Source: an optimization exercise on an open RTL-to-GDS flow (aim: small area, a short achievable clock period and few clock cycles). Production flows keep margins and buffers that such runs may drop. RTL that was checked went through simulation tests only; none was proved equivalent to the original. No driver is modelled on the clock port, so clock power and skew are understated where the tree is cut down; a real chip needs a root buffer or a tree. Power figures rest on the tool's default switching activity, not on a simulated workload.

## before
==> flow/design.v (excerpt) <==
module ELA(clk, rst, in_data, data_rd, req, wen, addr, data_wr, done);
For scale: roughly 610 cells after synthesis, roughly 82 flip-flops, ~39 I/O pins.
Settings: LEC_CHECK=0, CAP_MARGIN=20, CORE_MARGIN=2, CORE_UTILIZATION=40, SETUP_SLACK_MARGIN=3, SLEW_MARGIN=20; clock period 7.0 ns.
run.sh (not shown) runs the stock make flow with config.mk's settings and CLKGATE_MAP_FILE= SYNTH_SCRIPT=/design/flow/synth_recipe.tcl, a recipe that flattens the netlist after the stock synthesis.
Testbench counts of before, summed over its fixed seeds: cycles 62,688.
Input changes introduced in after (baseline for comparison: before):
- SETUP_SLACK_MARGIN: 3 -> unset
Findings:
Across after and before, none had a timing, DRC or antenna violation. On number of buffers added for setup after CTS: after sits below before. before has a higher maximum frequency than after. What before reported for length of routed met3 wiring has to be multiplied by 1.06 to get the figure for after.


ELA, a different RTL version from the one above (not shown whole).
For scale: roughly 320 cells after synthesis, roughly 87 flip-flops, roughly 39 I/O pins, roughly 0.0039 sq mm of cells after synthesis.
export LEC_CHECK = 0
export CAP_MARGIN = 20
export CORE_MARGIN = 2
export CORE_UTILIZATION = 60
export SETUP_SLACK_MARGIN = 4.75
export SLEW_MARGIN = 20
export SYNTH_HIERARCHICAL = 1
create_clock -name core_clock -period 7.0 [get_ports {clk}]
standard.sh (not shown) runs the stock make flow with config.mk's settings and CLKGATE_MAP_FILE= SYNTH_SCRIPT=/design/flow/synth_recipe.tcl, a recipe that flattens the netlist after the stock synthesis.
==> flow/flow/run.sh <==
#!/bin/bash
# Layout flow: the standard ORFS flow, with these changes:
#  - synthesis does not extract full/half adder cells (ADDER_MAP_FILE empty),
#    so ABC maps all of the arithmetic itself;
#  - the port buffers are sky130_fd_sc_hd__buf_1 cells;
#  - the clock tree is one level: the clock port drives four clkbuf_16 cells,
#    one per quarter of the flip-flops (flow/cts.tcl replaces ORFS's cts.tcl,
#    with clock_tree_synthesis replaced by that buffering).
set -euo pipefail
rm -rf scripts_mod
cp -r "$FLOW_HOME/scripts" scripts_mod
cp flow/cts.tcl scripts_mod/cts.tcl
bash standard.sh ADDER_MAP_FILE= \
  "BUFFER_PORTS_ARGS=-buffer_cell sky130_fd_sc_hd__buf_1" \
  "SCRIPTS_DIR=$PWD/scripts_mod" \
  finish > make_finish.log 2>&1
Other scripts of this flow, unchanged in this note and not shown: flow/flow/cts.tcl
The starting point ran to the end with no violations.
Then changed:
CORE_UTILIZATION = 40   (was 60)
SETUP_SLACK_MARGIN = 4.8   (was 4.75)
Die area goes up by 47%.
Area after synthesis does not change.
Clock power is about the same.
Design area increases by 2.9%.
Core utilization falls by 22 points.
Hold slack degrades by 3.0 ps.
Then changed:
CORE_UTILIZATION = 60   (was 40)
SETUP_SLACK_MARGIN = 4.85   (was 4.8)
Effect:
- The new run passed the timing, design-rule and antenna checks
- worst hold slack got worse by 12 ps
- fmax barely changes
- global-route usage came out higher by 5.5 points
- clock power stays flat
- sequential share of layout area came out lower by 0.62 points
- routed wire length came out lower by 1.8%
Then changed:
SETUP_SLACK_MARGIN = 4.8   (was 4.85)
Effect: Wire length is higher by 0.53%; die area stays the same; hold slack improved by 7.5 ps; setup slack loses 8.8 ps; global-route usage goes down by 0.12 points; design area falls by 1.4%; first-iteration DRC count went up by 30%; synthesized cell count does not change.
No run of this note included a check of the RTL's function; only the layout flow was run. In every run of this note, the design's own scripts or RTL, not TritonCTS, make the clock network.


wip/tundra:
ELA, a different RTL version from the one above (not shown whole).
Size in the first run: ~39 I/O pins.
## ELA
module ELA(clk, rst, in_data, data_rd, req, wen, addr, data_wr, done);
	input				clk;
	input				rst;
	input		[7:0]	in_data;
	input		[7:0]	data_rd;
	output				req;
	output	reg			wen;
	output	reg	[9:0]	addr;
	output	reg	[7:0]	data_wr;	 
	output				done;
	reg			interp, fin;
	reg			s_rb, s_w;	 
	reg	[7:0]	x;	 
	reg	[7:0]	y;	 
	reg	[7:0]	pp;	 
	reg	[7:0]	q;	 
	reg	[7:0]	r;	 
	reg	[7:0]	dreg, areg;	 
	reg	[7:0]	m;			 
	wire s_rt = ~s_rb & ~s_w;
	assign req  = ~interp;
	assign done = fin;
	wire [8:0] ix = {addr[9:6], addr[4:0]};
	wire [8:0] kst = {s_rb, s_rb, s_rb, s_rt & interp, s_rb, s_rb, s_rb,
			s_rb | s_w, s_w | ~interp & wen};
	function [8:0] add9;
		input [8:0] u, v;
		integer j; reg c;
		begin
			c = 1'b0;
			for (j = 0; j < 9; j = j + 1) begin
				add9[j] = u[j] ^ v[j] ^ c;
				c = (u[j] & v[j]) | (c & (u[j] ^ v[j]));
			end
		end
	endfunction
	wire [8:0] i_next = add9(ix, kst);
	wire [7:0] d_xy, a_xy;
	ELA_absd u_absd(.x(x), .y(y), .d(d_xy));
	ELA_avg u_avg(.x(x), .y(y), .a(a_xy));
	always @(posedge clk) begin
		dreg <= d_xy;
		areg <= a_xy;
	end
  ...
clock: 7.0 ns
lec_check: 0
cap_margin: 20
core_margin: 2
core_utilization: 40
setup_slack_margin: 4.9
slew_margin: 20
synth_hierarchical: 1
Scripts as last shown in full above: flow/flow/run.sh
Other scripts of this flow, unchanged in this note and not shown: flow/flow/cts.tcl
wip/tundra: flow completed, timing, DRC and antenna clean
Testbench counts of wip/tundra, summed over its fixed seeds: cycles 62,688.
Changes in wip/umber relative to wip/tundra:
--- a/flow/config.mk
+++ b/flow/config.mk
@@ -7,2 +7,3 @@
 export LEC_CHECK = 0
+export ABC_AREA = 1
 export CAP_MARGIN = 20
@@ -10,3 +11,3 @@
 export CORE_UTILIZATION = 40
-export SETUP_SLACK_MARGIN = 4.9
+export SETUP_SLACK_MARGIN = 4.8
 export SLEW_MARGIN = 20
Notes after the runs:
- From wip/tundra to wip/umber the numbers moved as follows: net switching power has increased; internal portion of total power -26 uW.
- Relative to wip/tundra, wip/umber degrades final standard cell area without fillers.
- wip/umber vs wip/tundra, time the final worst path needs with I/O delays and setup went up by 0.032 ns.
Changes in wip/pepper relative to wip/umber:
--- a/flow/config.mk
+++ b/flow/config.mk
@@ -7,6 +7,6 @@
 export LEC_CHECK = 0
-export ABC_AREA = 1
 export CAP_MARGIN = 20
 export CORE_MARGIN = 2
-export CORE_UTILIZATION = 40
+export CORE_UTILIZATION = 60
+export PLACE_DENSITY = 0.75
 export SETUP_SLACK_MARGIN = 4.8
==> notes.md <==
When wip/pepper is set beside wip/umber, its final worst-path setup slack turns out to be 0.023 ns smaller.
Synthesized cell count, wip/pepper and wip/umber: lower on wip/pepper
wip/umber has a lower cell internal power dissipation than wip/pepper.
wip/pepper improves on wip/umber in wire length.
Of wip/pepper and wip/umber, wip/pepper shows the lower final area, with wip/umber above it.
wip/umber ended up with sky130_fd_sc_hd__nand2_1 as its most common cell after layout, fill and taps aside; wip/pepper ended up with sky130_fd_sc_hd__buf_1.
Max freq wip/umber -> wip/pepper: degraded
Power essentially unchanged between wip/pepper and wip/umber.
Re routability congestion estimate from global placement: wip/pepper is about 1.1% up on wip/umber.
wip/pepper vs wip/umber: number of signal-net inverters in the final layout down in wip/pepper
Going from wip/umber to wip/pepper, the largest voltage drop on the vdd net was found to have gone up by about 44%.
Inputs modified between wip/pepper and wip/fjord:
--- a/flow/config.mk
+++ b/flow/config.mk
@@ -9,5 +9,4 @@
 export CORE_MARGIN = 2
-export CORE_UTILIZATION = 60
-export PLACE_DENSITY = 0.75
-export SETUP_SLACK_MARGIN = 4.8
+export CORE_UTILIZATION = 40
+export SETUP_SLACK_MARGIN = 5.0
 export SLEW_MARGIN = 20
Results
In wip/fjord, sequential share of layout area is lower than in wip/pepper. wip/fjord — utilization 20 points lower, wip/pepper as reference. Going from wip/pepper to wip/fjord, via count grows by 78. Compared with wip/pepper, wip/fjord shows core area that has gone up by more than half. Total global routing track utilization | wip/fjord below wip/pepper.
No run of this note takes its clock network from TritonCTS; it comes from the design's own scripts or RTL.


## v45
Another version of the RTL of ELA (not shown whole).
For scale: roughly 350 cells after synthesis, ~39 I/O pins, roughly 4100 um^2 of cells after synthesis.
Settings: LEC_CHECK=0, CAP_MARGIN=20, CORE_MARGIN=2, CORE_UTILIZATION=40, SETUP_SLACK_MARGIN=4.6, SLEW_MARGIN=20, SYNTH_HIERARCHICAL=1; clock period 7.0 ns.
==> flow/flow/run.sh <==
#!/bin/bash
# Layout flow: the standard ORFS flow, with these changes:
#  - synthesis does not extract full/half adder cells (ADDER_MAP_FILE empty),
#    so ABC maps all of the arithmetic itself;
#  - the port buffers are sky130_fd_sc_hd__buf_2 cells;
#  - the clock tree is one level: the clock port drives four clkbuf_16 cells,
#    one per quarter of the flip-flops (flow/cts.tcl replaces ORFS's cts.tcl,
#    with clock_tree_synthesis replaced by that buffering).
set -euo pipefail
rm -rf scripts_mod
cp -r "$FLOW_HOME/scripts" scripts_mod
cp flow/cts.tcl scripts_mod/cts.tcl
bash standard.sh ADDER_MAP_FILE= \
  "BUFFER_PORTS_ARGS=-buffer_cell sky130_fd_sc_hd__buf_2" \
  "SCRIPTS_DIR=$PWD/scripts_mod" \
  finish > make_finish.log 2>&1
==> flow/flow/cts.tcl <==
utl::set_metrics_stage "cts__{}"
source $::env(SCRIPTS_DIR)/load.tcl
source $::env(SCRIPTS_DIR)/lec_check.tcl
erase_non_stage_variables cts
load_design 3_place.odb 3_place.sdc
source_step_tcl PRE CTS

# Clone clock tree inverters next to register loads
# so cts does not try to buffer the inverted clocks.
repair_clock_inverters

proc save_progress { stage } {
  puts "Run 'make gui_$stage.odb' to load progress snapshot"
  orfs_write_db $::env(RESULTS_DIR)/$stage.odb
  orfs_write_sdc $::env(RESULTS_DIR)/$stage.sdc
}


# Clock tree: the clock port drives NBUF clkbuf_16 cells, each of which
# drives the flip-flops of one region of the core (a balanced one-level tree).
proc manual_clock_tree { nbuf } {
  set db [ord::get_db]
  set block [ord::get_db_block]
  set master [$db findMaster sky130_fd_sc_hd__clkbuf_16]
  set clk_net [$block findNet clk]
  set sinks {}
  foreach it [$clk_net getITerms] {
    if { [[$it getMTerm] getSigType] == "CLOCK" || [[$it getMTerm] getName] == "CLK" } {
      set inst [$it getInst]
      set bb [$inst getBBox]
      lappend sinks [list $it [expr {([$bb xMin] + [$bb xMax]) / 2}] [expr {([$bb yMin] + [$bb yMax]) / 2}]]
    }
  }
  puts "manual_clock_tree: [llength $sinks] sinks, $nbuf buffers"
  # split into two halves by x, then each half into nbuf/2 groups by y
  set sinks [lsort -integer -index 1 $sinks]
  set n [llength $sinks]
  set half [expr {($n + 1) / 2}]
  set groups {}
  set per [expr {$nbuf / 2}]
  foreach part [list [lrange $sinks 0 [expr {$half - 1}]] [lrange $sinks $half end]] {
    set part [lsort -integer -index 2 $part]
    set m [llength $part]
    for {set k 0} {$k < $per} {incr k} {
      set lo [expr {($m * $k) / $per}]
      set hi [expr {($m * ($k + 1)) / $per - 1}]
      lappend groups [lrange $part $lo $hi]
    }
  }
  set k 0
  foreach grp $groups {
    set sx 0
    set sy 0
    foreach s $grp {
      set sx [expr {$sx + [lindex $s 1]}]
      set sy [expr {$sy + [lindex $s 2]}]
    }
    set cnt [llength $grp]
    set inst [odb::dbInst_create $block $master "clkbuf_m_$k"]
    set net [odb::dbNet_create $block "clk_m_$k"]
    $net setSigType CLOCK
    [$inst findITerm A] connect $clk_net
    [$inst findITerm X] connect $net
    foreach s $grp {
      set it [lindex $s 0]
      $it disconnect
      $it connect $net
    }
    $inst setLocation [expr {$sx / $cnt}] [expr {$sy / $cnt}]
    $inst setPlacementStatus PLACED
    puts "manual_clock_tree: clkbuf_m_$k drives $cnt sinks"
    incr k
  }
  set_propagated_clock [all_clocks]
}

# Run CTS
set cts_args [list \
  -sink_clustering_enable \
  -repair_clock_nets]

append_env_var cts_args CTS_BUF_DISTANCE -distance_between_buffers 1
append_env_var cts_args CTS_CLUSTER_SIZE -sink_clustering_size 1
append_env_var cts_args CTS_CLUSTER_DIAMETER -sink_clustering_max_diameter 1
append_env_var cts_args CTS_BUF_LIST -buf_list 1
append_env_var cts_args CTS_LIB_NAME -library 1


if { [env_var_exists_and_non_empty CTS_ARGS] } {
  set cts_args $::env(CTS_ARGS)
}

set_dont_use $::env(DONT_USE_CELLS)

manual_clock_tree 4

utl::push_metrics_stage "cts__{}__pre_repair_timing"
log_cmd estimate_parasitics -placement
if { $::env(DETAILED_METRICS) } {
  report_metrics 4 "cts pre-repair-timing"
}
utl::pop_metrics_stage

set_placement_padding -global \
  -left $::env(CELL_PAD_IN_SITES_DETAIL_PLACEMENT) \
  -right $::env(CELL_PAD_IN_SITES_DETAIL_PLACEMENT)

set result [catch { detailed_placement } msg]
if { $result != 0 } {
  save_progress 4_1_error
  error "Detailed placement failed in CTS: $msg"
}

log_cmd estimate_parasitics -placement

if { $::env(CTS_SNAPSHOTS) } {
  save_progress 4_1_pre_repair_hold_setup
}

if { !$::env(SKIP_CTS_REPAIR_TIMING) } {
  if { $::env(EQUIVALENCE_CHECK) } {
    write_eqy_verilog 4_before_rsz.v
  }
  if { $::env(LEC_CHECK) } {
    write_lec_verilog 4_before_rsz_lec.v
  }

  repair_timing_helper

  if { $::env(EQUIVALENCE_CHECK) } {
    run_equivalence_test
  }
  if { $::env(LEC_CHECK) } {
    write_lec_verilog 4_after_rsz_lec.v
    run_lec_test 4_rsz 4_before_rsz_lec.v 4_after_rsz_lec.v
  }

  set result [catch { detailed_placement } msg]
  if { $result != 0 } {
    save_progress 4_1_error
    error "Detailed placement failed in CTS: $msg"
  }

  check_placement -verbose
}

report_metrics 4 "cts final"

source_step_tcl POST CTS

orfs_write_db $::env(RESULTS_DIR)/4_1_cts.odb
orfs_write_sdc $::env(RESULTS_DIR)/4_cts.sdc
Testbench counts of v45, summed over its fixed seeds: cycles 62,688.
The following lists how v54 was set up differently from v45:
Settings: CORE_UTILIZATION now 55, was 40; SETUP_SLACK_MARGIN now 4.8, was 4.6.
[summary]
Relative to v45, v54 improves setup slack.
Between v54 and v45, it is v54 whose transition time of the tightest slew-check pin is lower, by 0.15 ns.
v54 against v45: via count of the first global-routing pass +2.3%; core utilization +17 points.
Diff v45 -> v54: switching share of power level; cell count after placement now smaller; antenna diode instance count held.
Edits applied to the flow inputs when going from v54 to v55:
Settings: CORE_UTILIZATION now 40, was 55.
diff --git a/flow/flow/run.sh b/flow/flow/run.sh
--- a/flow/flow/run.sh
+++ b/flow/flow/run.sh
@@ -5,3 +5,3 @@
 #  - the port buffers are sky130_fd_sc_hd__buf_2 cells;
-#  - the clock tree is one level: the clock port drives four clkbuf_16 cells,
+#  - the clock tree is one level: the clock port drives four clkbuf_8 cells,
 #    one per quarter of the flip-flops (flow/cts.tcl replaces ORFS's cts.tcl,
diff --git a/flow/flow/cts.tcl b/flow/flow/cts.tcl
--- a/flow/flow/cts.tcl
+++ b/flow/flow/cts.tcl
@@ -18,3 +18,3 @@
 
-# Clock tree: the clock port drives NBUF clkbuf_16 cells, each of which
+# Clock tree: the clock port drives NBUF clkbuf_8 cells, each of which
 # drives the flip-flops of one region of the core (a balanced one-level tree).
@@ -23,3 +23,3 @@
   set block [ord::get_db_block]
-  set master [$db findMaster sky130_fd_sc_hd__clkbuf_16]
+  set master [$db findMaster sky130_fd_sc_hd__clkbuf_8]
   set clk_net [$block findNet clk]
[summary]
Overall die width was lower in v54 than in v55.
v55 contains more vias than v54.
Per the comparison of v55 with v54, post-route met1 wirelength went up by 44 um; instance area after placement went up by 0.99%.
No run of this note takes its clock network from TritonCTS; it comes from the design's own scripts or RTL.


Another version of the RTL of ELA (not shown whole).
Size in the first run: ~370 cells after synthesis, ~110 flip-flops, roughly 39 I/O pins, roughly 0.0044 sq mm of cells after synthesis.
clock: 7.0 ns
lec_check: 0
cap_margin: 20
core_margin: 2
core_utilization: 40
cts_buf_list: sky130_fd_sc_hd__clkbuf_4 sky130_fd_sc_hd__clkbuf_8
setup_slack_margin: 4.4
slew_margin: 20
==> flow/flow/run.sh <==
#!/bin/bash
# Layout flow: the standard ORFS flow, with two changes:
#  - synthesis does not extract full/half adder cells (ADDER_MAP_FILE empty),
#    so ABC maps all of the arithmetic itself;
#  - the port buffers are sky130_fd_sc_hd__buf_2 cells.
set -euo pipefail
bash standard.sh ADDER_MAP_FILE= \
  "BUFFER_PORTS_ARGS=-buffer_cell sky130_fd_sc_hd__buf_2" \
  finish > make_finish.log 2>&1
Testbench counts at the start, summed over its fixed seeds: cycles 62,688.
==> next run, changes <==
Settings changed: CTS_BUF_LIST sky130_fd_sc_hd__clkbuf_4 sky130_fd_sc_hd__clkbuf_8 to sky130_fd_sc_hd__clkbuf_8, SETUP_SLACK_MARGIN 4.4 to 4.3.
=> Via count falls by 1.6%. Worst setup slack is worse by 0.058 ns. Core utilization rises by 0.14 points. Synthesized cell count does not change. Power rises by 8.9%. Area after synthesis does not change. Fmax falls by 2.2%. Clock power rises by 31%. Combinational power falls by about 7%. Design area hardly moves.
==> next run, changes <==
Settings changed: SETUP_SLACK_MARGIN 4.3 to 4.5.
Outcome: The changed run ran to the end with no violations; synthesized cell count is unchanged; combinational power grows by about 10%; flip-flop and latch count stays the same; power came out lower by 8.2%; non-clock buffer count came out higher by 10; final cell count rose by 1.8%; cell area grows by 0.72%; clock-buffer cell count is unchanged; clock skew rises by 0.0031 ns; routed wire length goes up by 1.4%.
==> next run, changes <==
Settings changed: SETUP_SLACK_MARGIN 4.5 to 4.6.
Setup slack is better by 0.037 ns; hold slack is worse by 0.0040 ns; die area does not change; power went up by 4.2%; routed wire length went down by about 0.8%; area after synthesis is unchanged; non-clock buffer count went up by 5; cell area went up by about 1.6%.

[separate check: timing with driven ports]
Ports are ideal in the flow. The routed layouts listed here were re-timed in OpenROAD.
Step 1: set_driving_cell puts a clkbuf_16 on clk and a buf_2 on each other input, an assumption about the parent block.
Step 2 adds t to the input delays and takes it off the output delays; t is the mean of the earliest and latest rising clock arrival at the registers after step 1. Input paths then give back, and output paths get back, about the clock's delay inside the block.
a / b / c = no drivers / after step 1 / after step 2; a / b = the first two.
run | t, ns | setup slack, ns | worst setup path at the end
before | 0.390 | 2.755 / 2.755 / 2.755 | register to register
after | 0.387 | 2.222 / 2.222 / 2.222 | register to register
the first run of note 2 | 0.220 | 4.667 / 4.667 / 4.667 | register to register
the second run of note 2 | 0.221 | 4.661 / 4.661 / 4.661 | register to register
the third run of note 2 | 0.218 | 4.655 / 4.655 / 4.655 | register to register
the fourth run of note 2 | 0.221 | 4.646 / 4.646 / 4.646 | register to register
wip/tundra | 0.224 | 4.833 / 4.756 / 4.980 | register to output
wip/umber | 0.228 | 4.801 / 4.723 / 4.951 | register to output
wip/pepper | 0.221 | 4.778 / 4.703 / 4.909 | register to register
wip/fjord | 0.224 | 4.852 / 4.778 / 4.989 | input to register
v45 | 0.228 | 4.637 / 4.554 / 4.700 | register to register
v54 | 0.224 | 4.829 / 4.751 / 4.890 | register to register
v55 | 0.233 | 4.803 / 4.741 / 4.899 | register to register
the first run of note 5 | 0.396 | 4.458 / 4.458 / 4.458 | register to register
the second run of note 5 | 0.386 | 4.400 / 4.400 / 4.400 | register to register
the third run of note 5 | 0.397 | 4.535 / 4.536 / 4.536 | register to register
the fourth run of note 5 | 0.393 | 4.573 / 4.573 / 4.573 | register to register
After both steps every run listed still meets setup and hold.
